From an optimization exercise on the open Yosys and OpenROAD flow, aimed at small area; shortcuts taken in it are not production practice.
At most, simulation tests tie the RTL to the original design; equivalence was not proved.
Function not checked in run 2: the RTL went through the layout flow alone.
Power and IR drop assume default switching activity.

==> flow/design.v, too long to show whole: its modules and the start of the top module <==
// module FIR: 881 lines
// module fa: 4 lines
// module mx: 3 lines
// module mx1: 3 lines
// module ha: 4 lines
// module aoi21: 3 lines
// module nand2: 3 lines
// module nor2: 3 lines
// module oai21: 3 lines
module FIR(
	input				clk,
	input				rst_n,
	input				clk_en,
	input  [15:0]	filter_in,
	output [15:0]	filter_out
);
  // ...
==> flow/flow/run.sh <==
#!/bin/bash
# Layout: the standard ORFS flow (standard.sh), with two changes passed to ORFS
# through its own variables:
#  - the ports are buffered with the smallest buffer (buf_1) instead of the flow's default;
#  - clock tree synthesis uses clkbuf_8 buffers and inserts no dummy loads.
# The full output of the flow goes to flow.log in this folder; ORFS keeps each step's log
# under orfs/logs/.
set -euo pipefail
export BUFFER_PORTS_ARGS="-buffer_cell sky130_fd_sc_hd__buf_1"
export CTS_ARGS="-sink_clustering_enable -repair_clock_nets -buf_list sky130_fd_sc_hd__clkbuf_8 -dont_use_dummy_load -sink_clustering_size 24 -sink_clustering_max_diameter 120"
bash standard.sh > flow.log 2>&1
==> flow/standard.sh <==
#!/bin/bash
# synth_recipe.tcl (not shown) runs the flow's synth.tcl, then flattens the netlist and writes it again
# the make line also repeats each setting of config.mk as NAME=value (left out here)
make -C /OpenROAD-flow-scripts/flow DESIGN_CONFIG=/design/flow/config.mk WORK_HOME=/design/flow/orfs CLKGATE_MAP_FILE= SYNTH_SCRIPT=/design/flow/synth_recipe.tcl "${@:-finish}"
==> flow/config.mk <==
export PLATFORM = sky130hd
export DESIGN_NAME = FIR
export DESIGN_NICKNAME = FIR
export VERILOG_FILES = /design/flow/design.v
export SDC_FILE = /design/flow/constraint.sdc
export NUM_CORES = 4
export LEC_CHECK = 0
export CAP_MARGIN = 20
export CORE_MARGIN = 2
export CORE_UTILIZATION = 40
export SLEW_MARGIN = 20
export SYNTH_HIERARCHICAL = 1
==> flow/constraint.sdc <==
create_clock -name core_clock -period 6.0 [get_ports {clk}]
set_input_delay 1.2000 -clock core_clock [delete_from_list [all_inputs] [get_ports {clk}]]
set_output_delay 1.2000 -clock core_clock [all_outputs]
set_load 0.01 [all_outputs]
==> flow_metrics.py, run 1 <==
metrics = {
    "status": {
        "run_status": "no timing/DRC/antenna violations",
    },
    "final_layout": {
        "fin_nets": 1399,
        "multi_input_comb_cells": 740,
        "drive_above_1_share_pct": 7.39,
        "buffers": 55,
        "fin_cells": 1471,
    },
    "worst_setup_path": {
        "cpLargestDelayFamily": "adder cells",
        "timing.rr.end": "R[12]",
        "reg2reg_depth": 17,
        "critPathMostFrequentCell": "fa_1",
        "crit_type": "register to register",
    },
    "grt": {
        "grt-ovfl-total": 0,
        "grtUsageTotal_pct": 19.1,
    },
    "place": {
        "port-buffer-count": 34,
    },
    "yosys": {
        "synth_mux_area_share_pct": 0,
        "ys_ff_latch": 196,
        "async_flop_share_pct": 8.67,
        "synth_fp_nets": 1326,
    },
    "power": {
        "switching_share_pct": 33.0,
    },
    "detailed_routing": {
        "met2_length_um": 15000,
        "route.detailed.drc": 0,
        "firstDrtPassIters": 5,
    },
    "worst_hold_path": {
        "hold_depth": 1,
    },
    "clock_network": {
        "worstSkewPairLatency_ns": 0.49,
    },
    "die": {
        "core_um2": 31700,
        "rows": 65,
    },
    "timing": {
        "holdWs_ns": 0.474,
        "max_clock_freq_ghz": 0.177,
        "hold_viol": 0,
    },
}
==> run 2: changes to the inputs <==
--- a/flow/design.v
+++ b/flow/design.v
@@ -450,217 +450,216 @@
 wire s610, c611; fa us610 (.a(p2_x344), .b(p1_x245), .c(c565), .s(s610), .co(c611));
 wire s612, c613; ha us612 (.a(s566), .b(p1_x228), .s(s612), .co(c613));
 wire s614, c615; fa us614 (.a(c567), .b(s568), .c(c613), .s(s614), .co(c615));
 wire s616, c617; fa us616 (.a(c569), .b(s570), .c(c615), .s(s616), .co(c617));
 wire s618, c619; fa us618 (.a(c571), .b(s572), .c(c617), .s(s618), .co(c619));
 wire s620, c621; fa us620 (.a(c573), .b(s574), .c(c619), .s(s620), .co(c621));
 wire s622, c623; fa us622 (.a(c575), .b(s576), .c(c621), .s(s622), .co(c623));
 wire s624, c625; fa us624 (.a(c577), .b(s578), .c(c623), .s(s624), .co(c625));
-wire s626, c627; ha us626 (.a(c581), .b(s582), .s(s626), .co(c627));
-wire s628, c629; fa us628 (.a(c583), .b(s584), .c(c627), .s(s628), .co(c629));
+wire s626, c627; fa us626 (.a(c579), .b(s580), .c(c625), .s(s626), .co(c627));
+wire s628, c629; ha us628 (.a(c583), .b(s584), .s(s628), .co(c629));
 wire s630, c631; fa us630 (.a(c585), .b(s586), .c(c629), .s(s630), .co(c631));
-wire s632, c633; ha us632 (.a(c589), .b(s590), .s(s632), .co(c633));
-wire s634, c635; fa us634 (.a(c591), .b(s592), .c(c633), .s(s634), .co(c635));
-wire s636, c637; ha us636 (.a(c595), .b(s596), .s(s636), .co(c637));
-wire s638, c639; fa us638 (.a(c597), .b(s598), .c(c637), .s(s638), .co(c639));
-wire s640, c641; ha us640 (.a(c601), .b(s602), .s(s640), .co(c641));
-wire s642, c643; fa us642 (.a(c603), .b(s604), .c(c641), .s(s642), .co(c643));
-wire s644, c645; ha us644 (.a(c607), .b(s608), .s(s644), .co(c645));
-wire s646, c647; fa us646 (.a(c609), .b(s610), .c(c645), .s(s646), .co(c647));
-wire s648, c649; fa us648 (.a(c611), .b(p2_x345), .c(c647), .s(s648), .co(c649));
-wire s650, c651; fa us650 (.a(R[7]), .b(R[8]), .c(R[9]), .s(s650), .co(c651));
-wire s652, c653; ha us652 (.a(R[10]), .b(d2[8]), .s(s652), .co(c653));
-wire s654, c655; ha us654 (.a(R[11]), .b(d2[9]), .s(s654), .co(c655));
-wire s656, c657; ha us656 (.a(R[12]), .b(d2[10]), .s(s656), .co(c657));
-wire s658, c659; fa us658 (.a(R[13]), .b(R[14]), .c(R[15]), .s(s658), .co(c659));
-wire s660, c661; ha us660 (.a(d2[11]), .b(d2[9]), .s(s660), .co(c661));
-wire s662, c663; fa us662 (.a(R[16]), .b(d2[12]), .c(d2[10]), .s(s662), .co(c663));
-wire s664, c665; ha us664 (.a(R[17]), .b(d2[13]), .s(s664), .co(c665));
-wire s666, c667; fa us666 (.a(R[18]), .b(R[19]), .c(R[20]), .s(s666), .co(c667));
-wire s668, c669; ha us668 (.a(d2[14]), .b(d2[12]), .s(s668), .co(c669));
-wire s670, c671; fa us670 (.a(R[21]), .b(d2[15]), .c(d2[13]), .s(s670), .co(c671));
-wire s672, c673; ha us672 (.a(R[2]), .b(d2[2]), .s(s672), .co(c673));
-wire s674, c675; fa us674 (.a(R[3]), .b(d2[3]), .c(d2[1]), .s(s674), .co(c675));
-wire s676, c677; fa us676 (.a(R[4]), .b(d2[4]), .c(d2[2]), .s(s676), .co(c677));
-wire s678, c679; fa us678 (.a(R[5]), .b(d2[5]), .c(d2[3]), .s(s678), .co(c679));
-wire s680, c681; fa us680 (.a(R[6]), .b(d2[6]), .c(d2[4]), .s(s680), .co(c681));
-wire s682, c683; fa us682 (.a(d2[7]), .b(d2[5]), .c(d8[7]), .s(s682), .co(c683));
-wire s684, c685; ha us684 (.a(d8[5]), .b(d5[0]), .s(s684), .co(c685));
-wire s686, c687; fa us686 (.a(d2[6]), .b(d8[8]), .c(d8[6]), .s(s686), .co(c687));
-wire s688, c689; fa us688 (.a(d5[1]), .b(s652), .c(c651), .s(s688), .co(c689));
-wire s690, c691; fa us690 (.a(d2[7]), .b(d8[9]), .c(d8[7]), .s(s690), .co(c691));
-wire s692, c693; fa us692 (.a(d5[2]), .b(c653), .c(s654), .s(s692), .co(c693));
-wire s694, c695; fa us694 (.a(d2[8]), .b(d8[10]), .c(d8[8]), .s(s694), .co(c695));
-wire s696, c697; fa us696 (.a(d5[3]), .b(c655), .c(s656), .s(s696), .co(c697));
-wire s698, c699; fa us698 (.a(d8[11]), .b(d8[9]), .c(d5[4]), .s(s698), .co(c699));
-wire s700, c701; fa us700 (.a(c657), .b(s660), .c(s658), .s(s700), .co(c701));
-wire s702, c703; fa us702 (.a(d8[12]), .b(d8[10]), .c(d5[5]), .s(s702), .co(c703));
-wire s704, c705; fa us704 (.a(c661), .b(c659), .c(s662), .s(s704), .co(c705));
-wire s706, c707; fa us706 (.a(d2[11]), .b(d8[13]), .c(d8[11]), .s(s706), .co(c707));
-wire s708, c709; fa us708 (.a(d5[6]), .b(s664), .c(c663), .s(s708), .co(c709));
-wire s710, c711; fa us710 (.a(d8[14]), .b(d8[12]), .c(d5[7]), .s(s710), .co(c711));
-wire s712, c713; fa us712 (.a(c665), .b(s668), .c(s666), .s(s712), .co(c713));
-wire s714, c715; fa us714 (.a(d8[15]), .b(d8[13]), .c(d5[8]), .s(s714), .co(c715));
-wire s716, c717; fa us716 (.a(c669), .b(c667), .c(s670), .s(s716), .co(c717));
-wire s718, c719; fa us718 (.a(R[22]), .b(d2[14]), .c(d8[14]), .s(s718), .co(c719));
-wire s720, c721; ha us720 (.a(d5[9]), .b(c671), .s(s720), .co(c721));
-wire s722, c723; fa us722 (.a(R[23]), .b(R[24]), .c(R[25]), .s(s722), .co(c723));
-wire s724, c725; fa us724 (.a(d2[15]), .b(d8[15]), .c(d5[10]), .s(s724), .co(c725));
-wire s726 = ~R[26];
-wire c727 = R[26];
-wire s728 = ~R[28];
-wire c729 = R[28];
-wire s730 = ~R[1];
-wire c731 = R[1];
-wire s732, c733; fa us732 (.a(d2[0]), .b(d8[2]), .c(d8[0]), .s(s732), .co(c733));
-wire s734, c735; fa us734 (.a(d8[3]), .b(d8[1]), .c(c673), .s(s734), .co(c735));
-wire s736, c737; fa us736 (.a(d8[4]), .b(d8[2]), .c(c675), .s(s736), .co(c737));
-wire s738, c739; fa us738 (.a(d8[5]), .b(d8[3]), .c(c677), .s(s738), .co(c739));
-wire s740, c741; fa us740 (.a(d8[6]), .b(d8[4]), .c(c679), .s(s740), .co(c741));
-wire s742, c743; fa us742 (.a(s684), .b(c681), .c(s682), .s(s742), .co(c743));
-wire s744, c745; fa us744 (.a(c685), .b(c683), .c(s686), .s(s744), .co(c745));
-wire s746, c747; fa us746 (.a(c687), .b(s690), .c(s692), .s(s746), .co(c747));
-wire s748, c749; fa us748 (.a(c691), .b(s694), .c(c693), .s(s748), .co(c749));
-wire s750, c751; fa us750 (.a(c695), .b(s698), .c(c697), .s(s750), .co(c751));
-wire s752, c753; fa us752 (.a(c699), .b(s702), .c(c701), .s(s752), .co(c753));
-wire s754, c755; fa us754 (.a(c703), .b(s706), .c(c705), .s(s754), .co(c755));
-wire s756, c757; fa us756 (.a(c707), .b(s710), .c(c709), .s(s756), .co(c757));
-wire s758, c759; fa us758 (.a(c711), .b(s714), .c(c713), .s(s758), .co(c759));
-wire s760, c761; fa us760 (.a(c715), .b(s718), .c(s720), .s(s760), .co(c761));
-wire s762, c763; fa us762 (.a(c719), .b(s722), .c(s724), .s(s762), .co(c763));
-wire s764, c765; fa us764 (.a(d5[11]), .b(s726), .c(c723), .s(s764), .co(c765));
-wire s766 = ~(R[27] ^ d5[12]);
-wire c767 = R[27] | d5[12];
-wire s768, c769; fa us768 (.a(R[29]), .b(R[30]), .c(d5[13]), .s(s768), .co(c769));
-wire s770 = ~(R[31] ^ d5[14]);
-wire c771 = R[31] | d5[14];
-wire s772 = ~R[32];
-wire c773 = R[32];
-wire s774, c775; ha us774 (.a(R[0]), .b(d2[0]), .s(s774), .co(c775));
-wire s776, c777; fa us776 (.a(d2[1]), .b(d8[1]), .c(s730), .s(s776), .co(c777));
-wire s778, c779; fa us778 (.a(c731), .b(s672), .c(s732), .s(s778), .co(c779));
-wire s780, c781; fa us780 (.a(c733), .b(s674), .c(s734), .s(s780), .co(c781));
-wire s782, c783; fa us782 (.a(s676), .b(c735), .c(s736), .s(s782), .co(c783));
-wire s784, c785; fa us784 (.a(s678), .b(c737), .c(s738), .s(s784), .co(c785));
-wire s786, c787; fa us786 (.a(s680), .b(c739), .c(s740), .s(s786), .co(c787));
-wire s788, c789; fa us788 (.a(s650), .b(c741), .c(s742), .s(s788), .co(c789));
-wire s790, c791; fa us790 (.a(c743), .b(s688), .c(s744), .s(s790), .co(c791));
-wire s792, c793; fa us792 (.a(c689), .b(c745), .c(s746), .s(s792), .co(c793));
-wire s794, c795; fa us794 (.a(s696), .b(s748), .c(c747), .s(s794), .co(c795));
-wire s796, c797; fa us796 (.a(s700), .b(c749), .c(s750), .s(s796), .co(c797));
-wire s798, c799; fa us798 (.a(s704), .b(c751), .c(s752), .s(s798), .co(c799));
-wire s800, c801; fa us800 (.a(s708), .b(c753), .c(s754), .s(s800), .co(c801));
-wire s802, c803; fa us802 (.a(s712), .b(c755), .c(s756), .s(s802), .co(c803));
-wire s804, c805; fa us804 (.a(s716), .b(c757), .c(s758), .s(s804), .co(c805));
-wire s806, c807; fa us806 (.a(c717), .b(s760), .c(c759), .s(s806), .co(c807));
-wire s808, c809; fa us808 (.a(c721), .b(s762), .c(c761), .s(s808), .co(c809));
-wire s810, c811; fa us810 (.a(c725), .b(c763), .c(s764), .s(s810), .co(c811));
-wire s812, c813; fa us812 (.a(c727), .b(s766), .c(c765), .s(s812), .co(c813));
-wire s814, c815; fa us814 (.a(s728), .b(c767), .c(s768), .s(s814), .co(c815));
-wire s816, c817; fa us816 (.a(c729), .b(c769), .c(s770), .s(s816), .co(c817));
-wire s818, c819; fa us818 (.a(d5[15]), .b(s772), .c(c771), .s(s818), .co(c819));
-wire s820 = ~(R[33] ^ c773);
-wire c821 = R[33] | c773;
-wire s822 = ~R[34];
-wire c823 = R[34];
-wire k824 = s774 & d8[0];
-wire k825 = (c775 & s776) | (c775 & k824) | (s776 & k824);
-wire k826 = (c777 & s778) | (c777 & k825) | (s778 & k825);
-wire k827 = (c779 & s780) | (c779 & k826) | (s780 & k826);
-wire k828 = (c781 & s782) | (c781 & k827) | (s782 & k827);
-wire k829 = (c783 & s784) | (c783 & k828) | (s784 & k828);
-wire k830 = (c785 & s786) | (c785 & k829) | (s786 & k829);
-wire k831 = (c787 & s788) | (c787 & k830) | (s788 & k830);
-wire k832 = (c789 & s790) | (c789 & k831) | (s790 & k831);
-wire k833 = (c791 & s792) | (c791 & k832) | (s792 & k832);
-wire k834 = (c793 & s794) | (c793 & k833) | (s794 & k833);
+wire s632, c633; fa us632 (.a(c587), .b(s588), .c(c631), .s(s632), .co(c633));
+wire s634, c635; ha us634 (.a(c591), .b(s592), .s(s634), .co(c635));
+wire s636, c637; fa us636 (.a(c593), .b(s594), .c(c635), .s(s636), .co(c637));
+wire s638, c639; ha us638 (.a(c597), .b(s598), .s(s638), .co(c639));
+wire s640, c641; fa us640 (.a(c599), .b(s600), .c(c639), .s(s640), .co(c641));
+wire s642, c643; ha us642 (.a(c603), .b(s604), .s(s642), .co(c643));
+wire s644, c645; fa us644 (.a(c605), .b(s606), .c(c643), .s(s644), .co(c645));
+wire s646, c647; fa us646 (.a(c607), .b(s608), .c(c645), .s(s646), .co(c647));
+wire s648, c649; ha us648 (.a(c611), .b(p2_x345), .s(s648), .co(c649));
+wire s650, c651; fa us650 (.a(R[8]), .b(R[9]), .c(R[10]), .s(s650), .co(c651));
+wire s652, c653; ha us652 (.a(R[11]), .b(d2[9]), .s(s652), .co(c653));
+wire s654, c655; ha us654 (.a(R[12]), .b(d2[10]), .s(s654), .co(c655));
+wire s656, c657; ha us656 (.a(R[13]), .b(d2[11]), .s(s656), .co(c657));
+wire s658, c659; fa us658 (.a(R[14]), .b(R[15]), .c(R[16]), .s(s658), .co(c659));
+wire s660, c661; ha us660 (.a(d2[12]), .b(d2[10]), .s(s660), .co(c661));
+wire s662, c663; fa us662 (.a(R[17]), .b(d2[13]), .c(d2[11]), .s(s662), .co(c663));
+wire s664, c665; ha us664 (.a(R[18]), .b(d2[14]), .s(s664), .co(c665));
+wire s666, c667; fa us666 (.a(R[19]), .b(R[20]), .c(R[21]), .s(s666), .co(c667));
+wire s668, c669; ha us668 (.a(d2[15]), .b(d2[13]), .s(s668), .co(c669));
+wire s670, c671; ha us670 (.a(R[2]), .b(d2[2]), .s(s670), .co(c671));
+wire s672, c673; fa us672 (.a(R[3]), .b(d2[3]), .c(d2[1]), .s(s672), .co(c673));
+wire s674, c675; fa us674 (.a(R[4]), .b(d2[4]), .c(d2[2]), .s(s674), .co(c675));
+wire s676, c677; fa us676 (.a(R[5]), .b(d2[5]), .c(d2[3]), .s(s676), .co(c677));
+wire s678, c679; fa us678 (.a(R[6]), .b(d2[6]), .c(d2[4]), .s(s678), .co(c679));
+wire s680, c681; fa us680 (.a(R[7]), .b(d2[7]), .c(d2[5]), .s(s680), .co(c681));
+wire s682, c683; ha us682 (.a(d8[7]), .b(d8[5]), .s(s682), .co(c683));
+wire s684, c685; fa us684 (.a(d2[8]), .b(d2[6]), .c(d8[8]), .s(s684), .co(c685));
+wire s686, c687; fa us686 (.a(d8[6]), .b(d5[1]), .c(s650), .s(s686), .co(c687));
+wire s688, c689; fa us688 (.a(d2[7]), .b(d8[9]), .c(d8[7]), .s(s688), .co(c689));
+wire s690, c691; fa us690 (.a(d5[2]), .b(s652), .c(c651), .s(s690), .co(c691));
+wire s692, c693; fa us692 (.a(d2[8]), .b(d8[10]), .c(d8[8]), .s(s692), .co(c693));
+wire s694, c695; fa us694 (.a(d5[3]), .b(c653), .c(s654), .s(s694), .co(c695));
+wire s696, c697; fa us696 (.a(d2[9]), .b(d8[11]), .c(d8[9]), .s(s696), .co(c697));
+wire s698, c699; fa us698 (.a(d5[4]), .b(c655), .c(s656), .s(s698), .co(c699));
+wire s700, c701; fa us700 (.a(d8[12]), .b(d8[10]), .c(d5[5]), .s(s700), .co(c701));
+wire s702, c703; fa us702 (.a(c657), .b(s660), .c(s658), .s(s702), .co(c703));
+wire s704, c705; fa us704 (.a(d8[13]), .b(d8[11]), .c(d5[6]), .s(s704), .co(c705));
+wire s706, c707; fa us706 (.a(c661), .b(c659), .c(s662), .s(s706), .co(c707));
+wire s708, c709; fa us708 (.a(d2[12]), .b(d8[14]), .c(d8[12]), .s(s708), .co(c709));
+wire s710, c711; fa us710 (.a(d5[7]), .b(s664), .c(c663), .s(s710), .co(c711));
+wire s712, c713; fa us712 (.a(d8[15]), .b(d8[13]), .c(d5[8]), .s(s712), .co(c713));
+wire s714, c715; fa us714 (.a(c665), .b(s668), .c(s666), .s(s714), .co(c715));
+wire s716, c717; fa us716 (.a(R[22]), .b(d2[14]), .c(d8[14]), .s(s716), .co(c717));
+wire s718, c719; fa us718 (.a(d5[9]), .b(c669), .c(c667), .s(s718), .co(c719));
+wire s720, c721; fa us720 (.a(R[23]), .b(d2[15]), .c(d8[15]), .s(s720), .co(c721));
+wire s722 = ~(R[24] ^ R[25]);
+wire c723 = R[24] | R[25];
+wire s724 = ~R[30];
+wire c725 = R[30];
+wire s726 = ~R[1];
+wire c727 = R[1];
+wire s728, c729; fa us728 (.a(d2[0]), .b(d8[2]), .c(d8[0]), .s(s728), .co(c729));
+wire s730, c731; fa us730 (.a(d8[3]), .b(d8[1]), .c(c671), .s(s730), .co(c731));
+wire s732, c733; fa us732 (.a(d8[4]), .b(d8[2]), .c(c673), .s(s732), .co(c733));
+wire s734, c735; fa us734 (.a(d8[5]), .b(d8[3]), .c(c675), .s(s734), .co(c735));
+wire s736, c737; fa us736 (.a(d8[6]), .b(d8[4]), .c(c677), .s(s736), .co(c737));
+wire s738, c739; fa us738 (.a(d5[0]), .b(s682), .c(c679), .s(s738), .co(c739));
+wire s740, c741; fa us740 (.a(c683), .b(c681), .c(s684), .s(s740), .co(c741));
+wire s742, c743; fa us742 (.a(c685), .b(s688), .c(c687), .s(s742), .co(c743));
+wire s744, c745; fa us744 (.a(c689), .b(s692), .c(s694), .s(s744), .co(c745));
+wire s746, c747; fa us746 (.a(c693), .b(s696), .c(c695), .s(s746), .co(c747));
+wire s748, c749; fa us748 (.a(c697), .b(s700), .c(c699), .s(s748), .co(c749));
+wire s750, c751; fa us750 (.a(c701), .b(s704), .c(c703), .s(s750), .co(c751));
+wire s752, c753; fa us752 (.a(c705), .b(s708), .c(c707), .s(s752), .co(c753));
+wire s754, c755; fa us754 (.a(c709), .b(s712), .c(c711), .s(s754), .co(c755));
+wire s756, c757; fa us756 (.a(c713), .b(s716), .c(c715), .s(s756), .co(c757));
+wire s758, c759; fa us758 (.a(d5[10]), .b(c717), .c(s720), .s(s758), .co(c759));
+wire s760, c761; fa us760 (.a(R[26]), .b(d5[11]), .c(c721), .s(s760), .co(c761));
+wire s762 = ~(R[27] ^ d5[12]);
+wire c763 = R[27] | d5[12];
+wire s764 = ~R[28];
+wire c765 = R[28];
+wire s766 = ~R[29];
+wire c767 = R[29];
+wire s768, c769; fa us768 (.a(R[31]), .b(R[32]), .c(d5[15]), .s(s768), .co(c769));
+wire s770 = ~R[33];
+wire c771 = R[33];
+wire s772, c773; ha us772 (.a(R[0]), .b(d2[0]), .s(s772), .co(c773));
+wire s774, c775; fa us774 (.a(d2[1]), .b(d8[1]), .c(s726), .s(s774), .co(c775));
+wire s776, c777; fa us776 (.a(c727), .b(s670), .c(s728), .s(s776), .co(c777));
+wire s778, c779; fa us778 (.a(c729), .b(s672), .c(s730), .s(s778), .co(c779));
+wire s780, c781; fa us780 (.a(s674), .b(c731), .c(s732), .s(s780), .co(c781));
+wire s782, c783; fa us782 (.a(s676), .b(c733), .c(s734), .s(s782), .co(c783));
+wire s784, c785; fa us784 (.a(s678), .b(c735), .c(s736), .s(s784), .co(c785));
+wire s786, c787; fa us786 (.a(s680), .b(c737), .c(s738), .s(s786), .co(c787));
+wire s788, c789; fa us788 (.a(c739), .b(s740), .c(s686), .s(s788), .co(c789));
+wire s790, c791; fa us790 (.a(c741), .b(s690), .c(s742), .s(s790), .co(c791));
+wire s792, c793; fa us792 (.a(c691), .b(s744), .c(c743), .s(s792), .co(c793));
+wire s794, c795; fa us794 (.a(s698), .b(s746), .c(c745), .s(s794), .co(c795));
+wire s796, c797; fa us796 (.a(s702), .b(c747), .c(s748), .s(s796), .co(c797));
+wire s798, c799; fa us798 (.a(s706), .b(c749), .c(s750), .s(s798), .co(c799));
+wire s800, c801; fa us800 (.a(s710), .b(c751), .c(s752), .s(s800), .co(c801));
+wire s802, c803; fa us802 (.a(s714), .b(c753), .c(s754), .s(s802), .co(c803));
+wire s804, c805; fa us804 (.a(s718), .b(c755), .c(s756), .s(s804), .co(c805));
+wire s806, c807; fa us806 (.a(c719), .b(s758), .c(c757), .s(s806), .co(c807));
+wire s808, c809; fa us808 (.a(s722), .b(c759), .c(s760), .s(s808), .co(c809));
+wire s810, c811; fa us810 (.a(c723), .b(s762), .c(c761), .s(s810), .co(c811));
+wire s812, c813; fa us812 (.a(d5[13]), .b(s764), .c(c763), .s(s812), .co(c813));
+wire s814, c815; fa us814 (.a(d5[14]), .b(c765), .c(s766), .s(s814), .co(c815));
+wire s816, c817; fa us816 (.a(c767), .b(s724), .c(s768), .s(s816), .co(c817));
+wire s818, c819; fa us818 (.a(c725), .b(s770), .c(c769), .s(s818), .co(c819));
+wire s820 = ~(R[34] ^ c771);
+wire c821 = R[34] | c771;
+wire k822 = s772 & d8[0];
+wire k823 = (c773 & s774) | (c773 & k822) | (s774 & k822);
+wire k824 = (c775 & s776) | (c775 & k823) | (s776 & k823);
+wire k825 = (c777 & s778) | (c777 & k824) | (s778 & k824);
+wire k826 = (c779 & s780) | (c779 & k825) | (s780 & k825);
+wire k827 = (c781 & s782) | (c781 & k826) | (s782 & k826);
+wire k828 = (c783 & s784) | (c783 & k827) | (s784 & k827);
+wire k829 = (c785 & s786) | (c785 & k828) | (s786 & k828);
+wire k830 = (c787 & s788) | (c787 & k829) | (s788 & k829);
+wire k831 = (c789 & s790) | (c789 & k830) | (s790 & k830);
+wire k832 = (c791 & s792) | (c791 & k831) | (s792 & k831);
+wire s833, c834; ha us833 (.a(c793), .b(s794), .s(s833), .co(c834));
 wire s835, c836; ha us835 (.a(c795), .b(s796), .s(s835), .co(c836));
 wire s837, c838; ha us837 (.a(c797), .b(s798), .s(s837), .co(c838));
 wire s839, c840; ha us839 (.a(c799), .b(s800), .s(s839), .co(c840));
 wire s841, c842; ha us841 (.a(c801), .b(s802), .s(s841), .co(c842));
 wire s843, c844; ha us843 (.a(c803), .b(s804), .s(s843), .co(c844));
 wire s845, c846; ha us845 (.a(c805), .b(s806), .s(s845), .co(c846));
 wire s847, c848; ha us847 (.a(c807), .b(s808), .s(s847), .co(c848));
 wire s849, c850; ha us849 (.a(c809), .b(s810), .s(s849), .co(c850));
 wire s851, c852; ha us851 (.a(c811), .b(s812), .s(s851), .co(c852));
 wire s853, c854; ha us853 (.a(c813), .b(s814), .s(s853), .co(c854));
 wire s855, c856; ha us855 (.a(c815), .b(s816), .s(s855), .co(c856));
 wire s857, c858; ha us857 (.a(c817), .b(s818), .s(s857), .co(c858));
 wire s859, c860; ha us859 (.a(c819), .b(s820), .s(s859), .co(c860));
-wire s861, c862; ha us861 (.a(c821), .b(s822), .s(s861), .co(c862));
-wire s863, c864; ha us863 (.a(c823), .b(1'b1), .s(s863), .co(c864));
-wire Sag865 = c836 | (s835 & k834);
-wire Sag866 = c838 | (s837 & Sag865);
-wire Sag867 = c842 | (s841 & c840);
-wire Sap868 = s841 & s839;
-wire Sag869 = c846 | (s845 & c844);
-wire Sap870 = s845 & s843;
-wire Sag871 = c850 | (s849 & c848);
-wire Sap872 = s849 & s847;
-wire Sag873 = c854 | (s853 & c852);
-wire Sap874 = s853 & s851;
-wire Sag875 = c858 | (s857 & c856);
-wire Sap876 = s857 & s855;
-wire Sag877 = c862 | (s861 & c860);
-wire Sap878 = s861 & s859;
-wire Sag879 = 1'b0 | (1'b1 & c864);
-wire Sap880 = 1'b1 & s863;
-wire Sag881 = c840 | (s839 & Sag866);
-wire Sag882 = Sag867 | (Sap868 & Sag866);
-wire Sag883 = c848 | (s847 & Sag869);
-wire Sap884 = s847 & Sap870;
-wire Sag885 = Sag871 | (Sap872 & Sag869);
-wire Sap886 = Sap872 & Sap870;
-wire Sag887 = c856 | (s855 & Sag873);
-wire Sap888 = s855 & Sap874;
-wire Sag889 = Sag875 | (Sap876 & Sag873);
-wire Sap890 = Sap876 & Sap874;
-wire Sag891 = c864 | (s863 & Sag877);
-wire Sap892 = s863 & Sap878;
-wire Sag893 = Sag879 | (Sap880 & Sag877);
-wire Sap894 = Sap880 & Sap878;
-wire Sag895 = c844 | (s843 & Sag882);
-wire Sag896 = Sag869 | (Sap870 & Sag882);
-wire Sag897 = Sag883 | (Sap884 & Sag882);
-wire Sag898 = Sag885 | (Sap886 & Sag882);
-wire Sag899 = c860 | (s859 & Sag889);
-wire Sap900 = s859 & Sap890;
-wire Sag901 = Sag877 | (Sap878 & Sag889);
-wire Sap902 = Sap878 & Sap890;
-wire Sag903 = Sag891 | (Sap892 & Sag889);
-wire Sap904 = Sap892 & Sap890;
-wire Sag905 = Sag893 | (Sap894 & Sag889);
-wire Sap906 = Sap894 & Sap890;
-wire Sag907 = c852 | (s851 & Sag898);
-wire Sag908 = Sag873 | (Sap874 & Sag898);
-wire Sag909 = Sag887 | (Sap888 & Sag898);
-wire Sag910 = Sag889 | (Sap890 & Sag898);
-wire Sag911 = Sag899 | (Sap900 & Sag898);
-wire Sag912 = Sag901 | (Sap902 & Sag898);
-wire Sag913 = Sag903 | (Sap904 & Sag898);
-wire Sag914 = Sag905 | (Sap906 & Sag898);
-wire Sax915 = s835 ^ k834;
-wire Sax916 = s837 ^ Sag865;
-wire Sax917 = s839 ^ Sag866;
-wire Sax918 = s841 ^ Sag881;
-wire Sax919 = s843 ^ Sag882;
-wire Sax920 = s845 ^ Sag895;
-wire Sax921 = s847 ^ Sag896;
-wire Sax922 = s849 ^ Sag897;
-wire Sax923 = s851 ^ Sag898;
-wire Sax924 = s853 ^ Sag907;
-wire Sax925 = s855 ^ Sag908;
-wire Sax926 = s857 ^ Sag909;
-wire Sax927 = s859 ^ Sag910;
-wire Sax928 = s861 ^ Sag911;
-wire Sax929 = s863 ^ Sag912;
-wire Sax930 = 1'b1 ^ Sag913;
-wire [15:0] S = {Sax930, Sax929, Sax928, Sax927, Sax926, Sax925, Sax924, Sax923, Sax922, Sax921, Sax920, Sax919, Sax918, Sax917, Sax916, Sax915};
-wire [34:0] R_in = {c649, s648, s646, s644, c643, s606, c605, s642, s640, c639, s600, c599, s638, s636, c635, s594, c593, s634, s632, c631, s588, c587, s630, s628, s626, c625, s580, c579, s624, s622, s620, s618, s616, s614, s612};
+wire s861, c862; ha us861 (.a(c821), .b(1'b1), .s(s861), .co(c862));
+wire Sag863 = c834 | (s833 & k832);
+wire Sag864 = c836 | (s835 & Sag863);
+wire Sag865 = c840 | (s839 & c838);
+wire Sap866 = s839 & s837;
+wire Sag867 = c844 | (s843 & c842);
+wire Sap868 = s843 & s841;
+wire Sag869 = c848 | (s847 & c846);
+wire Sap870 = s847 & s845;
+wire Sag871 = c852 | (s851 & c850);
+wire Sap872 = s851 & s849;
+wire Sag873 = c856 | (s855 & c854);
+wire Sap874 = s855 & s853;
+wire Sag875 = c860 | (s859 & c858);
+wire Sap876 = s859 & s857;
+wire Sag877 = 1'b0 | (1'b1 & c862);
+wire Sap878 = 1'b1 & s861;
+wire Sag879 = c838 | (s837 & Sag864);
+wire Sag880 = Sag865 | (Sap866 & Sag864);
+wire Sag881 = c846 | (s845 & Sag867);
+wire Sap882 = s845 & Sap868;
+wire Sag883 = Sag869 | (Sap870 & Sag867);
+wire Sap884 = Sap870 & Sap868;
+wire Sag885 = c854 | (s853 & Sag871);
+wire Sap886 = s853 & Sap872;
+wire Sag887 = Sag873 | (Sap874 & Sag871);
+wire Sap888 = Sap874 & Sap872;
+wire Sag889 = c862 | (s861 & Sag875);
+wire Sap890 = s861 & Sap876;
+wire Sag891 = Sag877 | (Sap878 & Sag875);
+wire Sap892 = Sap878 & Sap876;
+wire Sag893 = c842 | (s841 & Sag880);
+wire Sag894 = Sag867 | (Sap868 & Sag880);
+wire Sag895 = Sag881 | (Sap882 & Sag880);
+wire Sag896 = Sag883 | (Sap884 & Sag880);
+wire Sag897 = c858 | (s857 & Sag887);
+wire Sap898 = s857 & Sap888;
+wire Sag899 = Sag875 | (Sap876 & Sag887);
+wire Sap900 = Sap876 & Sap888;
+wire Sag901 = Sag889 | (Sap890 & Sag887);
+wire Sap902 = Sap890 & Sap888;
+wire Sag903 = Sag891 | (Sap892 & Sag887);
+wire Sap904 = Sap892 & Sap888;
+wire Sag905 = c850 | (s849 & Sag896);
+wire Sag906 = Sag871 | (Sap872 & Sag896);
+wire Sag907 = Sag885 | (Sap886 & Sag896);
+wire Sag908 = Sag887 | (Sap888 & Sag896);
+wire Sag909 = Sag897 | (Sap898 & Sag896);
+wire Sag910 = Sag899 | (Sap900 & Sag896);
+wire Sag911 = Sag901 | (Sap902 & Sag896);
+wire Sag912 = Sag903 | (Sap904 & Sag896);
+wire Sax913 = s833 ^ k832;
+wire Sax914 = s835 ^ Sag863;
+wire Sax915 = s837 ^ Sag864;
+wire Sax916 = s839 ^ Sag879;
+wire Sax917 = s841 ^ Sag880;
+wire Sax918 = s843 ^ Sag893;
+wire Sax919 = s845 ^ Sag894;
+wire Sax920 = s847 ^ Sag895;
+wire Sax921 = s849 ^ Sag896;
+wire Sax922 = s851 ^ Sag905;
+wire Sax923 = s853 ^ Sag906;
+wire Sax924 = s855 ^ Sag907;
+wire Sax925 = s857 ^ Sag908;
+wire Sax926 = s859 ^ Sag909;
+wire Sax927 = s861 ^ Sag910;
+wire Sax928 = 1'b1 ^ Sag911;
+wire [15:0] S = {Sax928, Sax927, Sax926, Sax925, Sax924, Sax923, Sax922, Sax921, Sax920, Sax919, Sax918, Sax917, Sax916, Sax915, Sax914, Sax913};
+wire [34:0] R_in = {c649, s648, c647, s610, c609, s646, s644, s642, c641, s602, c601, s640, s638, c637, s596, c595, s636, s634, c633, s590, c589, s632, s630, s628, c627, s582, c581, s626, s624, s622, s620, s618, s616, s614, s612};
 wire [15:0] d1_n;
 mx md1_n0 (.s1(ld), .a(d0[0]), .s0(hold), .b(d1[0]), .y(d1_n[0]));
 mx md1_n1 (.s1(ld), .a(d0[1]), .s0(hold), .b(d1[1]), .y(d1_n[1]));
 mx md1_n2 (.s1(ld), .a(d0[2]), .s0(hold), .b(d1[2]), .y(d1_n[2]));
 mx md1_n3 (.s1(ld), .a(d0[3]), .s0(hold), .b(d1[3]), .y(d1_n[3]));
 mx md1_n4 (.s1(ld), .a(d0[4]), .s0(hold), .b(d1[4]), .y(d1_n[4]));
 mx md1_n5 (.s1(ld), .a(d0[5]), .s0(hold), .b(d1[5]), .y(d1_n[5]));
 mx md1_n6 (.s1(ld), .a(d0[6]), .s0(hold), .b(d1[6]), .y(d1_n[6]));
@@ -812,34 +811,34 @@
 wire [34:0] R_n;
 mx mR_n0 (.s1(ld), .a(R_in[0]), .s0(hold), .b(R[0]), .y(R_n[0]));
 mx1 mR_n1 (.s1(ld), .a(R_in[1]), .s0(hold), .b(R[1]), .c(clr), .y(R_n[1]));
 mx1 mR_n2 (.s1(ld), .a(R_in[2]), .s0(hold), .b(R[2]), .c(clr), .y(R_n[2]));
 mx1 mR_n3 (.s1(ld), .a(R_in[3]), .s0(hold), .b(R[3]), .c(clr), .y(R_n[3]));
 mx1 mR_n4 (.s1(ld), .a(R_in[4]), .s0(hold), .b(R[4]), .c(clr), .y(R_n[4]));
 mx1 mR_n5 (.s1(ld), .a(R_in[5]), .s0(hold), .b(R[5]), .c(clr), .y(R_n[5]));
 mx1 mR_n6 (.s1(ld), .a(R_in[6]), .s0(hold), .b(R[6]), .c(clr), .y(R_n[6]));
-mx mR_n7 (.s1(ld), .a(R_in[7]), .s0(hold), .b(R[7]), .y(R_n[7]));
-mx1 mR_n8 (.s1(ld), .a(R_in[8]), .s0(hold), .b(R[8]), .c(clr), .y(R_n[8]));
-mx mR_n9 (.s1(ld), .a(R_in[9]), .s0(hold), .b(R[9]), .y(R_n[9]));
-mx1 mR_n10 (.s1(ld), .a(R_in[10]), .s0(hold), .b(R[10]), .c(clr), .y(R_n[10]));
+mx1 mR_n7 (.s1(ld), .a(R_in[7]), .s0(hold), .b(R[7]), .c(clr), .y(R_n[7]));
+mx mR_n8 (.s1(ld), .a(R_in[8]), .s0(hold), .b(R[8]), .y(R_n[8]));
+mx1 mR_n9 (.s1(ld), .a(R_in[9]), .s0(hold), .b(R[9]), .c(clr), .y(R_n[9]));
+mx mR_n10 (.s1(ld), .a(R_in[10]), .s0(hold), .b(R[10]), .y(R_n[10]));
 mx1 mR_n11 (.s1(ld), .a(R_in[11]), .s0(hold), .b(R[11]), .c(clr), .y(R_n[11]));
 mx1 mR_n12 (.s1(ld), .a(R_in[12]), .s0(hold), .b(R[12]), .c(clr), .y(R_n[12]));
-mx mR_n13 (.s1(ld), .a(R_in[13]), .s0(hold), .b(R[13]), .y(R_n[13]));
-mx1 mR_n14 (.s1(ld), .a(R_in[14]), .s0(hold), .b(R[14]), .c(clr), .y(R_n[14]));
-mx mR_n15 (.s1(ld), .a(R_in[15]), .s0(hold), .b(R[15]), .y(R_n[15]));
-mx1 mR_n16 (.s1(ld), .a(R_in[16]), .s0(hold), .b(R[16]), .c(clr), .y(R_n[16]));
+mx1 mR_n13 (.s1(ld), .a(R_in[13]), .s0(hold), .b(R[13]), .c(clr), .y(R_n[13]));
+mx mR_n14 (.s1(ld), .a(R_in[14]), .s0(hold), .b(R[14]), .y(R_n[14]));
+mx1 mR_n15 (.s1(ld), .a(R_in[15]), .s0(hold), .b(R[15]), .c(clr), .y(R_n[15]));
+mx mR_n16 (.s1(ld), .a(R_in[16]), .s0(hold), .b(R[16]), .y(R_n[16]));
 mx1 mR_n17 (.s1(ld), .a(R_in[17]), .s0(hold), .b(R[17]), .c(clr), .y(R_n[17]));
-mx mR_n18 (.s1(ld), .a(R_in[18]), .s0(hold), .b(R[18]), .y(R_n[18]));
-mx1 mR_n19 (.s1(ld), .a(R_in[19]), .s0(hold), .b(R[19]), .c(clr), .y(R_n[19]));
-mx mR_n20 (.s1(ld), .a(R_in[20]), .s0(hold), .b(R[20]), .y(R_n[20]));
-mx1 mR_n21 (.s1(ld), .a(R_in[21]), .s0(hold), .b(R[21]), .c(clr), .y(R_n[21]));
+mx1 mR_n18 (.s1(ld), .a(R_in[18]), .s0(hold), .b(R[18]), .c(clr), .y(R_n[18]));
+mx mR_n19 (.s1(ld), .a(R_in[19]), .s0(hold), .b(R[19]), .y(R_n[19]));
+mx1 mR_n20 (.s1(ld), .a(R_in[20]), .s0(hold), .b(R[20]), .c(clr), .y(R_n[20]));
+mx mR_n21 (.s1(ld), .a(R_in[21]), .s0(hold), .b(R[21]), .y(R_n[21]));
 mx1 mR_n22 (.s1(ld), .a(R_in[22]), .s0(hold), .b(R[22]), .c(clr), .y(R_n[22]));
-mx mR_n23 (.s1(ld), .a(R_in[23]), .s0(hold), .b(R[23]), .y(R_n[23]));
-mx1 mR_n24 (.s1(ld), .a(R_in[24]), .s0(hold), .b(R[24]), .c(clr), .y(R_n[24]));
+mx1 mR_n23 (.s1(ld), .a(R_in[23]), .s0(hold), .b(R[23]), .c(clr), .y(R_n[23]));
+mx mR_n24 (.s1(ld), .a(R_in[24]), .s0(hold), .b(R[24]), .y(R_n[24]));
 mx mR_n25 (.s1(ld), .a(R_in[25]), .s0(hold), .b(R[25]), .y(R_n[25]));
 mx mR_n26 (.s1(ld), .a(R_in[26]), .s0(hold), .b(R[26]), .y(R_n[26]));
 mx mR_n27 (.s1(ld), .a(R_in[27]), .s0(hold), .b(R[27]), .y(R_n[27]));
 mx mR_n28 (.s1(ld), .a(R_in[28]), .s0(hold), .b(R[28]), .y(R_n[28]));
 mx mR_n29 (.s1(ld), .a(R_in[29]), .s0(hold), .b(R[29]), .y(R_n[29]));
 mx mR_n30 (.s1(ld), .a(R_in[30]), .s0(hold), .b(R[30]), .y(R_n[30]));
 mx mR_n31 (.s1(ld), .a(R_in[31]), .s0(hold), .b(R[31]), .y(R_n[31]));
 mx mR_n32 (.s1(ld), .a(R_in[32]), .s0(hold), .b(R[32]), .y(R_n[32]));
==> flow/flow/run.sh (replaced) <==
#!/bin/bash
# Layout: the standard ORFS flow (standard.sh), with two changes passed to ORFS
# through its own variables:
#  - the ports are buffered with the smallest buffer (buf_1) instead of the flow's default;
#  - clock tree synthesis uses clkbuf_8 buffers and inserts no dummy loads.
# The full output of the flow goes to flow.log in this folder; ORFS keeps each step's log
# under orfs/logs/.
set -euo pipefail
export BUFFER_PORTS_ARGS="-buffer_cell sky130_fd_sc_hd__buf_1"
export CTS_ARGS="-sink_clustering_enable -repair_clock_nets -buf_list sky130_fd_sc_hd__clkbuf_8 -dont_use_dummy_load"
bash standard.sh > flow.log 2>&1
==> run 2 against run 1 <==
  * Still clean on timing, DRC and antenna
  * Design area is 0.70% higher
  * Register-to-register slack worse by 0.10 ns
  * Non-clock buffer count is 17 higher
  * Critical path type unchanged
  * Largest power group unchanged
  * Highest routed layer unchanged
==> flow_metrics.py, run 2 <==
metrics = {
    "worst_setup_path": {
        "worstPathCellList": "fa_1 > ha_1 > a21oi_2 > o21ai_1 > a21oi_2 > buf_4 > o21ai_1 > xor2_1 > fa_1 > fa_1 > fa_1 > fa_1 > ha_1 > fa_1 > a221o_1",
        "critPathMaxFanout": 7,
        "cp-start-kind": "register",
        "critPathMaxStageDelay_ns": 0.54,
        "cp_slowest_cell": "fa_1",
        "end_kind": "register",
        "worstPathRequired_ns": 6.35,
        "critPathMostFrequentCell": "fa_1",
        "crit_type": "register to register",
        "cp_data_arrival_time_ns": 6.11,
    },
    "yosys": {
        "synthTopCellsByCount": "fa_1 (206), dfxtp_1 (179), a22o_1 (178)",
        "yosysSeqAreaShare_pct": 31.0,
        "syn-instance-count": 997,
        "syn_avg_cell_area_um2": 13.0,
        "synth_enable_flop_cells": 0,
        "async_flop_share_pct": 8.67,
        "synth.distinct_cells": 46,
        "post-synth-top-area-cell": "fa_1",
        "ys_ff_latch": 196,
        "synth_flop_cell": "dfxtp_1",
        "yosysMostFrequentCell": "fa_1",
        "synthTopCellsByArea": "fa_1 (32%), dfxtp_1 (28%), a22o_1 (12%)",
        "synth_area_um2": 12900,
        "yosys.area.top_type_share_pct": 31.9,
        "synth_fp_nets": 1324,
        "yosys_warnings": 7,
    },
    "timing": {
        "layout_min_cycle_time_ns": 5.76,
        "drv_slew": 0,
        "rsz0062_at_grt": "false",
        "worst_slew_pin_slew_ns": 0.905,
        "hold_viol": 0,
        "maxSlewHeadroom_pct": 39.7,
        "holdWs_ns": 0.461,
        "finalSetupViolations": 0,
        "fin_crit_sh_pct": 96.0,
        "max_clock_freq_ghz": 0.174,
        "finClkSkew_ns": 0.0384,
        "fin_setup_tns_ns": 0,
    },
    "detailed_routing": {
        "ant_nets": 0,
        "route.detailed.drc": 0,
        "firstDrtPassIters": 5,
        "drt_iter0_drc": 448,
        "drt-total-wl_um": 30200,
        "num_vias": 8093,
        "routed_via_density": 5.44,
        "wl_per_cell_um": 20.3,
    },
    "grt": {
        "use_met3_pct": 3.27,
        "grt_pass1_vias": 8676,
        "grt_pass1_wl_um": 48800,
        "grtUsageTotal_pct": 19.3,
        "grtUsageMet2_pct": 33.0,
        "grt_max_degree": 180,
        "grt-busiest-layer": "met2",
        "grt_antenna_before_repair": 0,
        "grt_util_met1_pct": 24.9,
        "grt-ovfl-total": 0,
    },
    "power": {
        "power_frac_seq_pct": 46.9,
        "switching_share_pct": 32.9,
        "power_density_nw_per_um2": 222,
        "p_int_mw": 2.10,
        "p_leak_nw": 6.61,
        "comb_power_share_pct": 31.3,
        "clkPwrFrac_pct": 21.8,
        "max-vdd-ir-drop_uv": 166,
        "total_power_mw": 3.13,
        "p_switching_mw": 1.03,
    },
    "final_layout": {
        "fillerInstances": 2950,
        "final_common_cell": "fa_1",
        "drive_above_1_share_pct": 8.66,
        "final_core_util_pct": 44.5,
        "syn_to_final_growth_pct": 9.37,
        "largest_reg_flops": 35,
        "layout_common_cells": "fa_1 (206), dfxtp_1 (179), a22o_1 (178), ha_1 (102), inv_1 (60)",
        "diodes": 0,
        "fin_nets": 1414,
        "top_register": "R",
    },
    "die": {
        "core_um2": 31700,
        "initial_core_util_pct": 40.7,
        "die_y_um": 184,
        "dieWidth_um": 184,
        "design.die.area_um2": 33700,
        "io_pins": 35,
        "rows": 65,
    },
    "clock_network": {
        "cts_tree": "done",
        "clockBufferDepth": 2,
        "worstSkewPairLatency_ns": 0.49,
        "numCtsBuffers": 17,
        "htree_levels": 4,
        "cts-root-buf": "clkbuf_8",
        "clock-sinks": 196,
        "hold_buffers": 0,
        "clk_pin_slew_ns": 0.10,
    },
    "place": {
        "port-buffer-count": 34,
        "place_congestion": 0.867,
        "hpwl_um": 23900,
    },
    "run": {
        "drv_cap": 0,
    },
    "status": {
        "run_status": "no timing/DRC/antenna violations",
    },
    "worst_hold_path": {
        "hp-class": "register to register",
    },
}
[run 2: worst max-delay path: cells and delay by family (launching register included)]
| kind | cells | cell delay, ns |
|---|---|---|
| flops | 1 | 0.39 |
| compound gates | 5 | 1.23 |
| fa+ha+maj | 8 | 3.28 |
| xor+xnor | 1 | 0.53 |
| buf+inv | 1 | 0.20 |
[run 2: per-layer routing]
layer  wire, um  share of wire [%]
met4        750                2.5
met2      15300                 51
met3        770                2.5
met5          0                  0
met1      13400                 44
[run 2: cell families (layout without fill, tap and decap cells)]
group	after synthesis	after routing	share of synthesized area (%)
adders and majority gates	310	310	42.0
AOI/OAI and AO/OA	294	294	18.7
DFF	196	196	31.0
and+or+nand+nor	79	79	2.80
buffers and inverters	62	150	1.80
xor gates and xnor gates	54	54	3.66
other	2	2	0.0581
[run 2: cell type report]
type                       count  area (um2)  share of cell area (%)
inverter                      61         234                    1.66
sequential                   196        4010                    28.4
clock buffer                  17         234                    1.66
tap                          402         503                    3.56
timing repair buffer          72         439                    3.11
multi-input combinational    739        8710                    61.6
[run 2: worst paths after layout]
check | start | to | slack [ns] | depth (start not counted)
max in group asynchronous | rst_n | out[6] | 5.00 | 1
min in group asynchronous | rst_n | out[4] | 0.65 | 1
min reg2reg | d1[11] | d2[11] | 0.46 | 1
max | d4[1] | R[23] | 0.24 | 15
min | d1[11] | d2[11] | 0.46 | 1
max reg2reg | d4[1] | R[23] | 0.24 | 15
[run 2: through the flow]
step	area [um2]	setup slack [ns]	std cells
CTS	14100	0.175	1487
global placement	13900	0.318	1470
global route	14100	0.00350	1487
detailed placement	13900	0.186	1470
finish	14100	0.241	1487
floorplan	12900	0.568	997
[run 2: what timing repair did]
item,4_1_cts,5_1_grt
buffers inserted,0,0
resized for setup,0,4
endpoints found under the setup margin,0,2
[run 2: power groups by stage]
stage / sequential (mW) / clock [mW] / combinational, mW
after floorplan: 1.50 / 0 / 0.666
after global placement: 1.50 / 0 / 0.983
after detailed placement: 1.50 / 0 / 0.998
after CTS: 1.47 / 0.701 / 1.00
after global routing: 1.48 / 0.749 / 1.11
final: 1.47 / 0.682 / 0.981
[run 2: per-module statistics from Yosys, one instance, submodules excluded, excerpt]
module	cells inside	flip-flops and latches
mx1	1	0
FIR	460	196
ha	1	0
nor2	1	0
nand2	1	0
mx	1	0
aoi21	1	0
oai21	1	0

[separate check: timing with driven ports]
How much do the figures lean on ideal ports? The routed layouts below were timed once more, with nothing changed but the port constraints.
Step 1 assumes that a clkbuf_16 drives the clock port and a buf_2 every other input.
Step 2 times the ports against the registers' clock, not the clock port: input delays grow and output delays shrink by t, the midpoint of the rising clock arrivals with the driver on.
Slacks: no drivers / after step 1 / after step 2; pairs: no drivers / after step 1.
run | shift t [ns] | setup WS [ns] | hold WS [ns] | worst register clock-pin slew, ns
run 1 | 0.520 | 0.342 / 0.342 / 0.342 | 0.474 / 0.474 / 0.474 | 0.11 / 0.11
run 2 | 0.514 | 0.241 / 0.241 / 0.241 | 0.461 / 0.461 / 0.461 | 0.11 / 0.11
After both steps every run listed still meets setup and hold.
